What follows belongs to an exercise in optimizing a design on an open flow for small area; a production flow would make more cautious choices. Function was checked by simulation only, so behaviour that the tests miss may differ from the original. Power figures rest on the tool's default switching activity, not on a simulated workload.

## countertest
module countertest(input clk, original, input [3:0] in, input rstn,
                   input [3:0] operations, output [7:0] y,
                   output [3:0] Anode_Activate);
  function [3:0] nc(input [3:0] v);
    nc = {~(v[3] | v[2] | v[1]), v[2] ^ v[1], v[1], ~v[0]};
  endfunction
  function [3:0] add3(input [3:0] v);
    add3 = (v[3] | (v[2] & (v[1] | v[0]))) ? v + 4'd3 : v;
  endfunction
  reg [3:0] cnt;                        
  wire tick = cnt[3] & cnt[0];
  always @(posedge clk or posedge rstn)
    if (rstn) cnt <= 4'd5;
    else      cnt <= tick ? 4'd0 : cnt + 4'd1;
  reg [1:0] rc;
  always @(posedge clk or posedge rstn)
    if (rstn) rc <= 2'd0;
    else if (tick) rc <= rc + 2'd1;
  reg [3:0] p1, ps, pf;
  reg [3:0] D0, D1, D2, D3;
  always @(posedge clk) if (tick) begin
    p1 <= in;
    ps <= p1;
    pf <= ps;
  end
  wire [3:0] pe = ps & ~pf;
  function [3:0] step(input [3:0] d, input e, input i);
    step = !e ? d : (d[3] & d[0]) ? 4'd0 :
           i ? {d[3] | (d[2] & d[1] & d[0]), d[2] ^ (d[1] & d[0]), d[1] ^ d[0], ~d[0]} : d;
  endfunction
  always @(posedge clk or posedge rstn)
  ...
Size: ~520 cells after synthesis, about 23 I/O pins, ~4400 um2 of cells after synthesis.
export LEC_CHECK = 0
export CAP_MARGIN = 20
export CORE_MARGIN = 2
export CORE_UTILIZATION = 40
export SLEW_MARGIN = 20
create_clock -name core_clock -period 250.0 [get_ports {clk}]
standard.sh (not shown) runs the stock make flow with config.mk's settings and CLKGATE_MAP_FILE= SYNTH_SCRIPT=/design/flow/synth_recipe.tcl, a recipe that flattens the netlist after the stock synthesis.
==> flow/flow/run.sh <==
#!/bin/bash
# Layout flow: the standard ORFS flow (standard.sh) with these changes,
# all made through ORFS variables and a copy of ORFS's synth.tcl:
#  - synthesis maps the combinational logic with flow/area.abc instead of the
#    ORFS ABC script, and leaves adders to ABC (no extract_fa adder cells, no
#    Kogge-Stone carry lookahead); flip-flops are mapped by the same
#    dfflibmap step, so the registers are those of the standard synthesis;
#  - every port still gets a buffer, a buf_1 cell;
#  - CTS builds the clock tree from small clock buffers, without dummy loads.
# Each tool's output goes to a log file in this folder (flow_*.log) and to
# ORFS's own logs under orfs/logs.
set -uo pipefail
W=$(pwd)
F=$W/flow
sed -e "s|^\(\s*\)log_cmd abc {\*}\$abc_args|\1set abc_args [lreplace \$abc_args 1 1 $F/area.abc]; log_cmd abc {*}\$abc_args|" \
    -e 's|"-extra-map $::env(FLOW_HOME)/platforms/common/lcu_kogge_stone.v"|""|' \
    "$FLOW_HOME/scripts/synth.tcl" > "$W/own_orfs_synth.tcl"
grep -q "area.abc" "$W/own_orfs_synth.tcl" || { echo "synth.tcl patch failed"; exit 1; }
sed -e "s|source \$::env(SCRIPTS_DIR)/synth.tcl|source $W/own_orfs_synth.tcl|" \
    "$W/synth_recipe.tcl" > "$W/own_synth.tcl"
grep -q "own_orfs_synth" "$W/own_synth.tcl" || { echo "synth_recipe.tcl patch failed"; exit 1; }
CTS="-sink_clustering_enable -sink_clustering_size 40 -sink_clustering_max_diameter 200 -repair_clock_nets -dont_use_dummy_load -root_buf sky130_fd_sc_hd__clkbuf_8 -buf_list sky130_fd_sc_hd__clkbuf_8"
sed -e "s|SYNTH_SCRIPT=[^ ]*|SYNTH_SCRIPT=$W/own_synth.tcl ADDER_MAP_FILE= 'BUFFER_PORTS_ARGS=-buffer_cell sky130_fd_sc_hd__buf_1' 'CTS_ARGS=$CTS'|" \
    "$W/standard.sh" > "$W/own_standard.sh"
grep -q "own_synth.tcl" "$W/own_standard.sh" || { echo "standard.sh patch failed"; exit 1; }
bash "$W/own_standard.sh" finish > "$W/flow_make.log" 2>&1
rc=$?
tail -n 30 "$W/flow_make.log"
exit $rc
==> flow/flow/area.abc <==
strash
&get -n
&deepsyn -T 20
&dch -f
&nf -a
&put
topo
The first run finished with timing, DRC and antenna clean.
Then changed:
--- a/flow/flow/run.sh
+++ b/flow/flow/run.sh
@@ -21,3 +21,3 @@
 grep -q "own_orfs_synth" "$W/own_synth.tcl" || { echo "synth_recipe.tcl patch failed"; exit 1; }
-CTS="-sink_clustering_enable -sink_clustering_size 40 -sink_clustering_max_diameter 200 -repair_clock_nets -dont_use_dummy_load -root_buf sky130_fd_sc_hd__clkbuf_8 -buf_list sky130_fd_sc_hd__clkbuf_8"
+CTS="-sink_clustering_enable -repair_clock_nets -dont_use_dummy_load -root_buf sky130_fd_sc_hd__clkbuf_4 -buf_list sky130_fd_sc_hd__clkbuf_4"
 sed -e "s|SYNTH_SCRIPT=[^ ]*|SYNTH_SCRIPT=$W/own_synth.tcl ADDER_MAP_FILE= 'BUFFER_PORTS_ARGS=-buffer_cell sky130_fd_sc_hd__buf_1' 'CTS_ARGS=$CTS'|" \
--- a/flow/config.mk
+++ b/flow/config.mk
@@ -9,3 +9,4 @@
 export CORE_MARGIN = 2
-export CORE_UTILIZATION = 40
+export CORE_UTILIZATION = 70
+export GPL_TIMING_DRIVEN = 0
 export SLEW_MARGIN = 20
=>
- The changed run passed the timing, DRC and antenna checks
- clock skew rose by 0.0077 ns
- flip-flop and latch count does not change
- critical path depth is unchanged
- total power fell by a few percent
- sequential power is about the same
- wire length fell by a few percent
- combinational power stays flat
- count of clock-buffer cells in the layout stays the same
- cell count fell by roughly a tenth

[separate check: timing with driven ports]
How much do the figures lean on ideal ports? The routed layouts below were timed once more, with nothing changed but the port constraints.
Step 1 (the two cells are an assumption about what drives the block):
set clk [get_ports {clk}]
set_driving_cell -lib_cell sky130_fd_sc_hd__clkbuf_16 $clk
set_driving_cell -lib_cell sky130_fd_sc_hd__buf_2 [delete_from_list [all_inputs] $clk]
Step 2 moves the port delays by t, midway between the first and last clock arrival at a register: inputs arrive t later, outputs are due t later. That takes back most of the time a late clock gives input paths.
a / b / c = ideal ports / drivers / drivers and shift; a / b = the first two.
| run | shift t [ns] | setup slack, ns | hold slack, ns | worst data-port slew with drivers (ns) |
|---|---|---|---|---|
| the first run | 0.381 | 148.918 / 148.894 / 148.894 | 0.412 / 0.412 / 0.412 | 0.03 |
| the second run | 0.448 | 148.884 / 148.863 / 148.863 | 0.430 / 0.430 / 0.430 | 0.03 |
After both steps every run listed still meets setup and hold. The setup slack of the first run, which loses most, moves by -0.024 ns with the drivers and by -0.024 ns with both steps.
